Source: an optimization exercise on an open RTL-to-GDS flow (aim: small area, a short achievable clock period and few clock cycles per item). Production flows keep margins and buffers that such runs may drop.
Where RTL was checked, it was by simulation tests only, not by an equivalence proof against the original.
Function not checked in runs 1 and 2: the RTL went through the layout flow alone.
Power and IR drop assume default switching activity.

## flow/design.v

```verilog
module reorder_buffer #(
parameter DATA_WIDTH = 8
)(
input   logic                   clk,
input   logic                   rst_n,
input   logic [3:0]             s_arid_i,
input   logic                   s_arvalid_i,
output  logic                   s_arready_o,
output  logic [DATA_WIDTH-1:0]  s_rdata_o,
output  logic [3:0]             s_rid_o,
output  logic                   s_rvalid_o,
input   logic                   s_rready_i,
output  logic [3:0]             m_arid_o,
output  logic                   m_arvalid_o,
input   logic                   m_arready_i,
input   logic [DATA_WIDTH-1:0]  m_rdata_i,
input   logic [3:0]             m_rid_i,
input   logic                   m_rvalid_i,
output  logic                   m_rready_o
);
logic                  occ0, occ1;    
logic [3:0]            id0, id1;      
logic [DATA_WIDTH-1:0] sdata;         
logic                  s_head;        
logic                  s_next;        
logic head_hit;     
logic pop;          
logic store;        
logic accept;       
assign head_hit = m_rvalid_i & (m_rid_i == id0);
wire ar_open = ~occ1;
assign s_arready_o = m_arready_i & ar_open;
assign m_arvalid_o = s_arvalid_i & ar_open;
assign m_arid_o    = s_arid_i;
assign accept      = s_arvalid_i & s_arready_o;
assign s_rvalid_o = s_head | head_hit;
assign s_rid_o    = id0;
assign s_rdata_o  = s_head ? sdata : m_rdata_i;
assign pop        = s_rvalid_o & s_rready_i;
assign store      = m_rvalid_i & ~head_hit & ~s_head & ~s_next;
assign m_rready_o = head_hit ? s_rready_i : ~(s_head | s_next);
always_ff @(posedge clk or negedge rst_n)
    if (!rst_n) begin
        occ0   <= 1'b0;
        occ1   <= 1'b0;
        s_head <= 1'b0;
        s_next <= 1'b0;
    end else begin
        if (pop) begin
            occ0   <= occ1 | accept;
            occ1   <= occ1 & accept;
            s_head <= s_next;
            s_next <= 1'b0;
        end else begin
            occ0   <= occ0 | accept;
            occ1   <= occ1 | (occ0 & accept);
            if (store)
                s_next <= 1'b1;
        end
    end
always_ff @(posedge clk) begin
    if (pop ? (occ1 | accept) : (~occ0 & accept))
        id0 <= (pop & occ1) ? id1 : s_arid_i;
    if (accept & (pop ? occ1 : occ0))
        id1 <= s_arid_i;
    if (store)
        sdata <= m_rdata_i;
end
endmodule
```

## flow/flow/run.sh

```bash
#!/bin/bash
# The standard layout, with the port buffers that placement inserts made
# from the smallest buffer cell; timing repair still resizes any of them
# that the clock period needs.
set -euo pipefail
export BUFFER_PORTS_ARGS="-buffer_cell sky130_fd_sc_hd__buf_1"
bash standard.sh > standard_flow.log 2>&1
```

## flow/standard.sh

```bash
#!/bin/bash
# synth_recipe.tcl (not shown) runs the flow's synth.tcl, then flattens the netlist and writes it again
# the make line also repeats each setting of config.mk as NAME=value (left out here)
make -C /OpenROAD-flow-scripts/flow DESIGN_CONFIG=/design/flow/config.mk WORK_HOME=/design/flow/orfs CLKGATE_MAP_FILE= SYNTH_SCRIPT=/design/flow/synth_recipe.tcl "${@:-finish}"
```

## flow/config.mk

```make
export PLATFORM = sky130hd
export DESIGN_NAME = reorder_buffer
export DESIGN_NICKNAME = reorder_buffer
export VERILOG_FILES = /design/flow/design.v
export SDC_FILE = /design/flow/constraint.sdc
export NUM_CORES = 4
export LEC_CHECK = 0
export CAP_MARGIN = 20
export CORE_AREA = 10 10 90 90
export DIE_AREA = 0 0 100 100
export PLACE_DENSITY = 0.6
export SLEW_MARGIN = 20
```

## flow/constraint.sdc

```tcl
create_clock -name core_clock -period 4.5 [get_ports {clk}]
set_input_delay 0.9000 -clock core_clock [delete_from_list [all_inputs] [get_ports {clk}]]
set_output_delay 0.9000 -clock core_clock [all_outputs]
set_load 0.01 [all_outputs]
```

==> results_dict.tcl, run 1 <==
set metrics [dict create \
    finalSetupTns_ns 0 \
    dpl.hpwl_um 2050 \
    timing.final.crit_share 0.643 \
    fill_cells 696 \
    htree_levels 1 \
    gr-total-overflow 0 \
    power_density_nw_per_um2 379 \
    ant_nets 0 \
    synth_nets 92 \
    fp.coreArea_sq_um 6280 \
    die_area_sq_um 10000 \
    antenna_found_initial 0 \
    track_usage 0.0464 \
    die_x_um 100 \
    cts_inserted_buffers 3 \
    postSynthAreaPerCell_sq_um 14.2 \
    nets 133 \
    drt_iter0_drc 20 \
    max-slew-margin-rel 0.694 \
    outcome "finished clean" \
    arrival_ns 1.99 \
    fin_cells 187 \
    p_leak_nw 0.418 \
    via_count 682 \
    synthFlopType "edfxtp_1" \
    wl_per_cell_um 12.6 \
    first_pass_iters 3 \
    start_util 0.159 \
    post_cts_buffers 0 \
    ys_seq_area_frac 0.582 \
    synth_edf_count 16 \
    dp_slack_ns 1.60 \
    die_height_um 100 \
    worstMarginPinSlew_ns 0.459 \
    fp-row-count 29 \
    vdd_ir_drop_max_v 0.000109 \
    ys_ff_latch 20 \
    synth.area.top_cells "edfxtp_1 48%, mux2_2 14%, dfrtp_1 10%" \
    yosysUniqueCellTypes 24 \
    period_minus_slack_ns 2.89 \
    netlist_instances 70 \
    setup_viol 0 \
    drc 0 \
    place_congestion 0.660 \
    fmax_mhz 346 \
    hold_viol_final 0 \
    cts_resized 0 \
    antenna_cells 0 \
    synth_top_area_frac 0.482 \
    grt_pass1_wl_um 3740 \
    yosysMostFrequentCell "edfxtp_1" \
    ios 42 \
    skew_ns 0.00701 \
    placed_cells 183 \
    cap_violations 0 \
    clkLatencyLatePin_ns 0.26 \
    crit_path_end_kind "output port" \
    drt-total-wl_um 2360 \
    yosys.area.top_type "edfxtp_1" \
    required_ns 3.60 \
    path_clk_slew_ns 0.08 \
    grt_setup_unrepaired "false" \
    cts_max_path_buffers 2 \
    viasPerCell 3.65 \
    drive_gt1_frac 0.200 \
    yosys-top-cells-count "16 x edfxtp_1, 12 x mux2_2, 5 x nor2_1" \
    cts_root_buffer "clkbuf_8" \
    finalMaxSlewViolations 0 \
    area_growth_pct 28.7 \
    clock_sinks 20 \
    min_path_type "in -> async" \
    grt_max_degree 14 \
    syn_area_sq_um 997 \
    grt_pass1_vias 793 \
    postCtsHoldBufs 0 \
    fin_ws_ns 1.61 \
    cp-start-kind "primary input" \
    worstPathMaxFanout 3 \
    ys_async_sr_fraction 0.200 \
    critPathKind "in -> out" \
    ys_warn_count 1 \
    cts_tree "yes" \
    io_buffers 41 \
]
[worst paths after layout]
kind / to / from / cells after the start / slack, ns
hold / removal: s_head / rst_n / 1 / 0.46
max in group asynchronous: occ1 / rst_n / 1 / 3.86
hold reg to reg: occ0 / occ0 / 1 / 0.55
min in group core_clock: occ0 / occ0 / 1 / 0.55
setup / recovery: m_rready_o / m_rid_i[2] / 6 / 1.61
setup reg to reg: id0[2] / id0[1] / 4 / 2.75
[report_power, final]
group          leakage [nW]  internal, W  total (W)  switching (W)
sequential            0.188     0.000217   0.000234      0.0000166
combinational         0.194    0.0000343  0.0000752      0.0000409
clock                0.0357     0.000119   0.000177      0.0000584
total                 0.418     0.000370   0.000486       0.000116
[per-stage QoR]
stage / power (W) / area (sq um) / hold slack [ns] / util
global placement: 0.000313 / 1210 / 0.523 / 0.193
detailed placement: 0.000315 / 1210 / 0.526 / 0.193
floorplan: 0.000285 / 997 / 0.488 / -
CTS: 0.000497 / 1280 / 0.452 / 0.205
global route: 0.000514 / 1280 / 0.452 / 0.205
finish: 0.000486 / 1280 / 0.456 / 0.205
[routing by layer]
metal  routed length (um)  vias to the layer above  share of wire  track usage
li1                     -                      337              -            -
met1                  890                      314           0.38       0.0445
met2                 1200                       29           0.51       0.0826
met3                  264                        2           0.11       0.0309
met4                    4                        0         0.0017      0.00652
met5                    0                        -              0            0
[final cells by class]
type                    instances  area [sq um]  area share
well taps                      77          96.3      0.0750
clock inverters                 1          30.0      0.0234
repair buffers                 41           154       0.120
inverters                       2          7.51     0.00585
multi-input cells              43           374       0.291
clock buffers                   3          41.3      0.0322
flip-flops and latches         20           581       0.452
[logic make-up after synthesis]
logic type | Yosys count | synth area share
AO/OA/AOI/OAI | 8 | 0.0891
flip-flops | 20 | 0.582
buffers and inverters | 7 | 0.0427
multiplexers | 14 | 0.157
AND/OR/NAND/NOR | 17 | 0.0941
XOR/XNOR | 4 | 0.0351
[cells in the final DEF (no fill, tap or decap), types with 3 or more instances in the layout]
cell      netlist  layout
a21oi_1         3       3
nor2_1          5       5
mux2_2         12      12
xnor2_1         4       4
dfrtp_1         4       4
edfxtp_1       16      16
clkbuf_8        0       3
buf_1           0      41
nor2b_1         3       3
[worst max-delay path: stages]
cell     delay [ns]
buf_1          0.08
xnor2_1        0.18
and4_4         0.29
nand2_1        0.08
mux2_1         0.32
buf_1          0.13
[state kept, by name, indices dropped and copies added (netlist names)]
register / cells
id0: 4
s_next: 1
occ1: 1
sdata: 8
s_head: 1
id1: 4
occ0: 1
==> run 2: changes to the inputs <==
--- a/flow/config.mk
+++ b/flow/config.mk
@@ -9,4 +9,5 @@
 export CORE_AREA = 10 10 90 90
 export DIE_AREA = 0 0 100 100
 export PLACE_DENSITY = 0.6
+export SETUP_SLACK_MARGIN = 2.0
 export SLEW_MARGIN = 20
==> results_dict.tcl, run 2 <==
set metrics [dict create \
    path_clk_slew_ns 0.07 \
    ios 42 \
    synth_edf_count 16 \
    final_common_cell "buf_1" \
    yosysUniqueCellTypes 24 \
    place_congestion 0.675 \
    drt_iter0_drc 26 \
    cts_root_buffer "clkbuf_8" \
    grt_pass1_wl_um 3790 \
    area_growth_pct 42.9 \
    cp_top_family "simple AND/OR/NAND/NOR gates" \
    htree_levels 1 \
    die_area_sq_um 10000 \
    start_util 0.159 \
    cap_violations 0 \
    crit_path_end_kind "output port" \
    antenna_found_initial 0 \
    power_density_nw_per_um2 355 \
    ys_warn_count 1 \
    r2r_start "id0[0]" \
    layout_common_cells "35 x buf_1, 16 x edfxtp_1, 12 x mux2_2, 5 x nor2_1" \
    ys_ff_latch 20 \
    timing.final.crit_share 0.623 \
    gr-total-overflow 0 \
    skew_ns 0.00453 \
    period_minus_slack_ns 2.80 \
    drive_gt1_frac 0.351 \
    fp-row-count 29 \
    ant_nets 0 \
    postSynthAreaPerCell_sq_um 14.2 \
    setup_viol 0 \
    drc 0 \
    p_leak_nw 0.503 \
    vdd_ir_drop_max_v 0.000143 \
    cts_max_path_buffers 2 \
    critPathKind "in -> out" \
    largest_register_ffs 8 \
    required_ns 3.60 \
    slowest_delay_ns 0.31 \
    yosys.area.top_type "edfxtp_1" \
    synth_nets 92 \
    yosysMostFrequentCell "edfxtp_1" \
    cts_tree "yes" \
    synthFlopType "edfxtp_1" \
    arrival_ns 1.90 \
    yosys-top-cells-count "16 x edfxtp_1, 12 x mux2_2, 5 x nor2_1" \
    finalMaxSlewViolations 0 \
    reg2reg_to "id0[1]" \
    die_x_um 100 \
    top_regs "sdata: 8 flops, id0: 4 flops, id1: 4 flops" \
    min_path_type "in -> async" \
    worstMarginPinSlew_ns 0.528 \
    dpl.hpwl_um 1980 \
    ys_seq_area_frac 0.582 \
    cp-start-kind "primary input" \
    nets 137 \
    hold_viol_final 0 \
    grt_max_degree 14 \
    regMostFlops "sdata" \
    netlist_instances 70 \
    first_pass_iters 3 \
    grt_pass1_vias 773 \
    track_usage 0.0472 \
    antenna_cells 0 \
    regToRegSetupSlack_ns 2.45 \
    fp.coreArea_sq_um 6280 \
    ff2ff_path_depth 7 \
    fmax_mhz 357 \
    viasPerCell 3.62 \
    cts_inserted_buffers 3 \
    ys_async_sr_fraction 0.200 \
    syn_area_sq_um 997 \
    placed_cells 183 \
    die_height_um 100 \
    path_buf_inv 2 \
    outcome "finished clean" \
    clock_sinks 20 \
    crit_slowest_cell "mux2_4" \
    grt_setup_unrepaired "true" \
    io_buffers 41 \
    synth.area.top_cells "edfxtp_1 48%, mux2_2 14%, dfrtp_1 10%" \
    synth_top_area_frac 0.482 \
    clkLatencyLatePin_ns 0.25 \
    fill_cells 689 \
    fin_cells 191 \
    wl_per_cell_um 12.3 \
    max-slew-margin-rel 0.648 \
    via_count 691 \
    worstPathMaxFanout 2 \
    drt-total-wl_um 2350 \
    crit_chain "buf_4, xnor2_4, and4_4, nand2_4, mux2_4, buf_6" \
    finalSetupTns_ns 0 \
]
==> run 2: report_power, final <==
part           total [W]  internal, W  leakage (nW)  switching (W)
sequential      0.000237     0.000217         0.188      0.0000195
clock           0.000175     0.000119        0.0357      0.0000564
combinational  0.0000946    0.0000502         0.279      0.0000444
==> run 2: cell families after synthesis <==
family                    Yosys count  synth area share
DFF                                20             0.582
xor gates and xnor gates            4            0.0351
buffers and inverters               7            0.0427
muxes                              14             0.157
AOI/OAI and AO/OA                   8            0.0891
and+or+nand+nor                    17            0.0941
==> run 2: how the worst max path moves through the flow <==
stage | from | to | slack, ns | depth (start not counted)
global route | m_rid_i[2] | m_rready_o | 1.67 | 6
detailed placement | m_rid_i[0] | m_rready_o | 1.56 | 6
finish | m_rid_i[0] | m_rready_o | 1.70 | 6
global placement | m_rid_i[0] | m_rready_o | 1.59 | 6
floorplan | m_rid_i[0] | m_rready_o | 1.95 | 4
CTS | m_rid_i[2] | m_rready_o | 1.69 | 6
==> run 2: worst register-to-register path: cells and delay by family (launching register included) <==
family,cells,cell delay (ns)
simple gates,1,0.26
compound gates,2,0.47
buf+inv,3,0.31
flops,1,0.48
xor+xnor,1,0.20
==> run 2: what timing repair did <==
item,4_1_cts,5_1_grt
hold buffers,0,0
pin swaps,2,2
hold endpoints to repair,0,0
endpoints found under the setup margin,2,2
resized for setup,10,8
setup buffers,2,2
==> run 2: cell type report <==
cell class | count | area (sq um) | area share
Clock buffer | 3 | 41.3 | 0.0290
Inverter | 2 | 7.51 | 0.00527
Sequential cell | 20 | 581 | 0.407
Multi-Input combinational cell | 43 | 449 | 0.315
Tap cell | 77 | 96.3 | 0.0676
Timing Repair Buffer | 45 | 220 | 0.155
Clock inverter | 1 | 30.0 | 0.0211
==> run 2: layer usage <==
metal  track usage  wire, um  vias up
li1              -         -      344
met1        0.0498       941      318
met2        0.0806      1150       29
met3        0.0309       257        0
met4       0.00326         0        0
met5             0         0        -
==> run 2: stage by stage <==
stage	total power, W	area [sq um]	worst slack (ns)	hold WS (ns)	utilization
3_5_place_dp	0.000326	1270	1.56	0.526	0.203
5_1_grt	0.000537	1430	1.67	0.454	0.227
2_1_floorplan	0.000294	1060	1.95	0.488	-
3_3_place_gp	0.000324	1270	1.59	0.524	0.203
6_report	0.000506	1430	1.70	0.454	0.227
4_1_cts	0.000512	1390	1.69	0.454	0.221
==> run 3: changes to the inputs <==
--- a/flow/design.v
+++ b/flow/design.v
@@ -28,7 +28,7 @@
 logic store;        
 logic accept;       
 assign head_hit = m_rvalid_i & (m_rid_i == id0);
-wire ar_open = ~occ1;
+wire ar_open = ~occ1 | pop;
 assign s_arready_o = m_arready_i & ar_open;
 assign m_arvalid_o = s_arvalid_i & ar_open;
 assign m_arid_o    = s_arid_i;
==> results_dict.tcl, run 3 <==
set metrics [dict create \
    outcome "finished clean" \
    synth_top_area_frac 0.485 \
    ys_async_sr_fraction 0.200 \
    p_total_w 0.000706 \
    cp-start-kind "primary input" \
    gr-total-overflow 0 \
    arrival_ns 1.92 \
    io_buffers 41 \
    timing.final.crit_share 0.627 \
    area_growth_pct 46.7 \
    die_height_um 100 \
    fmax_mhz 354 \
    ios 42 \
    yosys-top-cells-count "16 x edfxtp_1, 12 x nand2_1, 8 x mux2_2" \
    cts_root_buffer "clkbuf_8" \
    critPathKind "in -> out" \
    die_area_sq_um 10000 \
    ys_warn_count 1 \
    ys_seq_area_frac 0.586 \
    nets 150 \
    fp-row-count 29 \
    regToRegSetupSlack_ns 2.45 \
    synth.area.top_cells "edfxtp_1 48%, dfrtp_1 10%, mux2_2 9.1%" \
    cts_inserted_buffers 3 \
    max-slew-margin-rel 0.661 \
    place_congestion 0.688 \
    cap_violations 0 \
    drive_gt1_frac 0.283 \
    via_count 785 \
    die_x_um 100 \
    start_util 0.158 \
    antenna_cells 0 \
    grt_pass1_wl_um 4120 \
    worstMarginPinSlew_ns 0.509 \
    finalMaxSlewViolations 0 \
    syn_area_sq_um 991 \
    worstPathMaxFanout 5 \
    synth_edf_count 16 \
    r2r_start "id0[2]" \
    clock_sinks 20 \
    clkLatencyLatePin_ns 0.26 \
    power_density_nw_per_um2 485 \
    final_common_cell "buf_1" \
    path_clk_slew_ns 0.08 \
    period_minus_slack_ns 2.82 \
    largest_register_ffs 8 \
    regMostFlops "sdata" \
    vdd_ir_drop_max_v 0.000133 \
    drt-total-wl_um 2530 \
    setup_viol 0 \
    grt_max_degree 14 \
    ff2ff_path_depth 5 \
    min_path_type "in -> async" \
    htree_levels 1 \
    fin_area_sq_um 1450 \
    yosys.area.top_type "edfxtp_1" \
    yosysMostFrequentCell "edfxtp_1" \
    ys_ff_latch 20 \
    skew_ns 0.00740 \
    yosysUniqueCellTypes 27 \
    track_usage 0.0508 \
    crit_slowest_cell "or2_4" \
    synth_nets 105 \
    cp_top_family "simple AND/OR/NAND/NOR gates" \
    path_buf_inv 2 \
    required_ns 3.60 \
    crit_chain "buf_6, xnor2_4, nand4_4, or2_4, a31o_4, buf_6" \
    reg2reg_to "id1[3]" \
    postSynthAreaPerCell_sq_um 11.9 \
    crit_top_cell "buf_6" \
    cts_tree "yes" \
    hold_viol_final 0 \
    fp.coreArea_sq_um 6280 \
    finalSetupTns_ns 0 \
    ant_nets 0 \
    viasPerCell 3.85 \
    top_regs "sdata: 8 flops, id0: 4 flops, id1: 4 flops" \
    drt_iter0_drc 43 \
    layout_common_cells "33 x buf_1, 16 x edfxtp_1, 12 x nand2_1, 8 x mux2_2, 5 x buf_4" \
    antenna_found_initial 0 \
    synthFlopType "edfxtp_1" \
    drc 0 \
    first_pass_iters 4 \
    placedInstanceArea_sq_um 1300 \
    slowest_delay_ns 0.28 \
    crit_path_end_kind "output port" \
    cts_max_path_buffers 2 \
    wl_per_cell_um 12.4 \
    fill_cells 669 \
    p_leak_nw 0.515 \
    grt_pass1_vias 811 \
    netlist_instances 83 \
    dpl.hpwl_um 2090 \
    grt_setup_unrepaired "true" \
]
run 3: final cells by class:
class                      count  area [sq um]  share of cell area
clock buffer                   4          55.1              0.0379
sequential                    20           581               0.399
timing repair buffer          46           240               0.165
multi-input combinational     53           467               0.321
inverter                       4          15.0              0.0103
tap                           77          96.3              0.0663
run 3: worst reg2reg max path, stage by stage, from the launching register on:
cell	delay [ns]
edfxtp_1	0.48
xnor2_4	0.22
nand4_4	0.15
buf_4	0.17
o21ai_1	0.25
mux2i_1	0.44
run 3: stage by stage:
stage                     utilization  std cells  hold WS, ns  worst slack (ns)
final                           0.232        204        0.452              1.68
after floorplan                     -         83        0.531              1.92
after CTS                       0.225        202        0.447              1.64
after detailed placement        0.207        196        0.564              1.54
after global routing            0.232        204        0.456              1.64
after global placement          0.207        196        0.573              1.57
run 3: metal layers:
| layer | vias up | GRT usage | part of all wire |
|---|---|---|---|
| met3 | 2 | 0.0165 | 0.070 |
| met1 | 365 | 0.0607 | 0.42 |
| met2 | 25 | 0.0811 | 0.49 |
| met4 | 0 | 0.0228 | 0.015 |
| li1 | 393 | - | - |
| met5 | - | 0 | 0 |
run 3: worst max path at each step:
stage,startpoint,end,slack [ns],depth (start not counted)
finish,m_rid_i[3],m_rready_o,1.68,6
detailed placement,m_rid_i[1],s_arready_o,1.54,6
global placement,m_rid_i[1],m_arvalid_o,1.57,6
global route,m_rid_i[1],m_rready_o,1.64,6
CTS,m_rid_i[2],m_rready_o,1.64,6
floorplan,m_rid_i[1],m_rready_o,1.92,4
run 3: cell families (layout without fill, tap and decap cells):
group	after synthesis	count (layout)	share of synthesized area
and+or+nand+nor	23	23	0.111
buffers and inverters	10	54	0.0543
muxes	9	9	0.101
DFF	20	20	0.586
xor gates and xnor gates	4	4	0.0353
AOI/OAI and AO/OA	17	17	0.112
run 3: repair_timing:
action | in CTS | in global routing
setup endpoints to repair | 4 | 4
buffers inserted | 2 | 2
hold buffers | 0 | 0
pin swaps | 6 | 6
resized for setup | 13 | 7
run 3: where the power goes:
part / total [W] / switching [W] / leakage (nW) / internal, W
logic: 0.000268 / 0.000126 / 0.297 / 0.000142
registers: 0.000301 / 0.0000536 / 0.190 / 0.000247
clock network: 0.000137 / 0.0000595 / 0.0288 / 0.0000778
total: 0.000706 / 0.000239 / 0.515 / 0.000467
Testbench counts of run 3, summed over its fixed seeds: cycles 65,828, items 12,000.
==> run 4: changes to the inputs <==
--- a/flow/config.mk
+++ b/flow/config.mk
@@ -9,5 +9,4 @@
 export CORE_AREA = 10 10 90 90
 export DIE_AREA = 0 0 100 100
 export PLACE_DENSITY = 0.6
-export SETUP_SLACK_MARGIN = 2.0
 export SLEW_MARGIN = 20
==> results_dict.tcl, run 4 <==
set metrics [dict create \
    fmax_mhz 335 \
    grt_setup_unrepaired "false" \
    gr-total-overflow 0 \
    skew_ns 0.00634 \
    start_util 0.158 \
    outcome "finished clean" \
    crit_slowest_cell "o21a_1" \
    die_x_um 100 \
    max-slew-margin-rel 0.589 \
    critPathKind "in -> out" \
    arrival_ns 2.09 \
    grt_pass1_vias 773 \
    netlist_instances 83 \
    slowest_delay_ns 0.33 \
    grt_max_degree 14 \
    power_density_nw_per_um2 526 \
    ios 42 \
    grt_pass1_wl_um 3810 \
    worstMarginPinSlew_ns 0.613 \
    nets 145 \
    hold_viol_final 0 \
    setup_viol 0 \
    ys_warn_count 1 \
    synth_edf_count 16 \
    regMostFlops "sdata" \
    cap_violations 0 \
    ant_nets 0 \
    min_path_type "in -> async" \
    cts_max_path_buffers 2 \
    antenna_cells 0 \
    die_area_sq_um 10000 \
    placedInstanceArea_sq_um 1200 \
    syn_area_sq_um 991 \
    final_common_cell "buf_1" \
    ys_async_sr_fraction 0.200 \
    area_growth_pct 29.0 \
    cts_inserted_buffers 3 \
    finalMaxSlewViolations 0 \
    p_total_w 0.000672 \
    path_clk_slew_ns 0.07 \
    io_buffers 41 \
    cts_tree "yes" \
    yosysMostFrequentCell "edfxtp_1" \
    largest_register_ffs 8 \
    clkLatencyLatePin_ns 0.26 \
    post_cts_buffers 0 \
    yosys-top-cells-count "16 x edfxtp_1, 12 x nand2_1, 8 x mux2_2" \
    place_congestion 0.769 \
    crit_top_cell "buf_1" \
    drt_iter0_drc 53 \
    dpl.hpwl_um 2020 \
    synth_top_area_frac 0.485 \
    cp-start-kind "primary input" \
    finalSetupTns_ns 0 \
    crit_path_end_kind "output port" \
    vdd_ir_drop_max_v 0.000187 \
    wl_per_cell_um 12.1 \
    htree_levels 1 \
    top_regs "sdata: 8 flops, id0: 4 flops, id1: 4 flops" \
    cts_resized 0 \
    ys_ff_latch 20 \
    required_ns 3.60 \
    fp-row-count 29 \
    cts_root_buffer "clkbuf_8" \
    fp.coreArea_sq_um 6280 \
    die_height_um 100 \
    p_leak_nw 0.428 \
    clock_sinks 20 \
    postSynthAreaPerCell_sq_um 11.9 \
    layout_common_cells "41 x buf_1, 16 x edfxtp_1, 12 x nand2_1, 8 x mux2_2" \
    via_count 752 \
    viasPerCell 3.78 \
    drive_gt1_frac 0.131 \
    timing.final.crit_share 0.664 \
    antenna_found_initial 0 \
    period_minus_slack_ns 2.99 \
    fin_area_sq_um 1280 \
    drc 0 \
    yosysUniqueCellTypes 27 \
    crit_chain "buf_1, xnor2_1, nand4_2, o21a_1, a21boi_0, buf_1" \
    drt-total-wl_um 2400 \
    synth.area.top_cells "edfxtp_1 48%, dfrtp_1 10%, mux2_2 9.1%" \
    worstPathMaxFanout 8 \
    ys_seq_area_frac 0.586 \
    synthFlopType "edfxtp_1" \
    postCtsHoldBufs 0 \
    first_pass_iters 4 \
    yosys.area.top_type "edfxtp_1" \
    synth_nets 105 \
    track_usage 0.0477 \
]
run 4: worst max-delay path: cells and delay by family:
family / cells / cell delay, ns
simple gates: 1 / 0.22
buf+inv: 2 / 0.26
compound gates: 2 / 0.54
xor+xnor: 1 / 0.17
run 4: final timing paths:
check / endpoint / cells past startpoint / startpoint / slack, ns
setup / recovery: s_arready_o / 6 / m_rid_i[0] / 1.51
hold / removal: occ0 / 1 / rst_n / 0.45
setup reg to reg: id1[1] / 4 / id0[0] / 2.52
hold reg to reg: s_next / 2 / s_next / 0.58
max in group asynchronous: s_next / 1 / rst_n / 3.87
min in group core_clock: s_next / 2 / s_next / 0.58
run 4: area by class of cell:
type                    count  area (sq um)
repair buffers             41           154
inverters                   4          15.0
clock buffers               3          41.3
flip-flops and latches     20           581
clock inverters             1          30.0
multi-input cells          53           362
fillers                   694          5000
well taps                  77          96.3
run 4: report_power, final:
group / total [W] / internal, W / switching, W
clock network: 0.000176 / 0.000119 / 0.0000572
logic: 0.000205 / 0.0000890 / 0.000116
registers: 0.000292 / 0.000247 / 0.0000444
run 4: layer usage:
| layer | wire (um) | share of wire | up-vias | GRT usage |
|---|---|---|---|---|
| met5 | 0 | 0 | - | 0 |
| li1 | - | - | 383 | - |
| met4 | 11 | 0.0046 | 0 | 0.00978 |
| met3 | 297 | 0.12 | 3 | 0.0343 |
| met2 | 1020 | 0.42 | 33 | 0.0697 |
| met1 | 1070 | 0.45 | 333 | 0.0555 |
run 4: cells by family after synthesis:
group,after synthesis,share of synthesized area
and+or+nand+nor,23,0.111
DFF,20,0.586
AOI/OAI and AO/OA,17,0.112
buffers and inverters,10,0.0543
muxes,9,0.101
xor gates and xnor gates,4,0.0353
run 4: stage by stage:
step           setup WS [ns]  utilization  std cells  hold WS, ns
6_report                1.51        0.204        199        0.453
5_1_grt                 1.35        0.204        199        0.460
4_1_cts                 1.49        0.203        199        0.452
3_5_place_dp            1.49        0.192        195        0.549
3_3_place_gp            1.52        0.192        195        0.550
2_1_floorplan           1.75            -         83        0.519

==> port drivers added, routing unchanged <==
The flow's constraints put no driver on any port. The routed layouts listed below were extracted and timed again, unchanged, in two steps.
Step 1, drivers: a clkbuf_16 drives clk and a buf_2 each remaining input, both assumed.
Step 2 moves the port delays by t, midway between the first and last clock arrival at a register: inputs arrive t later, outputs are due t later. That takes back most of the time a late clock gives input paths.
Slacks: ideal / step 1 / step 2; pairs: ideal / step 1.
| run | t (ns) | slack for setup (ns) | worst register clock-pin slew, ns | pins driven straight from the clock port |
|---|---|---|---|---|
| run 1 | 0.278 | 1.606 / 1.579 / 1.579 | 0.08 / 0.08 | 1 |
| run 2 | 0.276 | 1.695 / 1.657 / 1.657 | 0.07 / 0.07 | 1 |
| run 3 | 0.278 | 1.677 / 1.635 / 1.635 | 0.08 / 0.08 | 1 |
| run 4 | 0.279 | 1.511 / 1.485 / 1.485 | 0.07 / 0.07 | 1 |
After both steps every run listed still meets setup and hold. For run 3, which loses most, drivers alone change the setup slack by -0.042 ns; drivers and shift together by -0.042 ns.
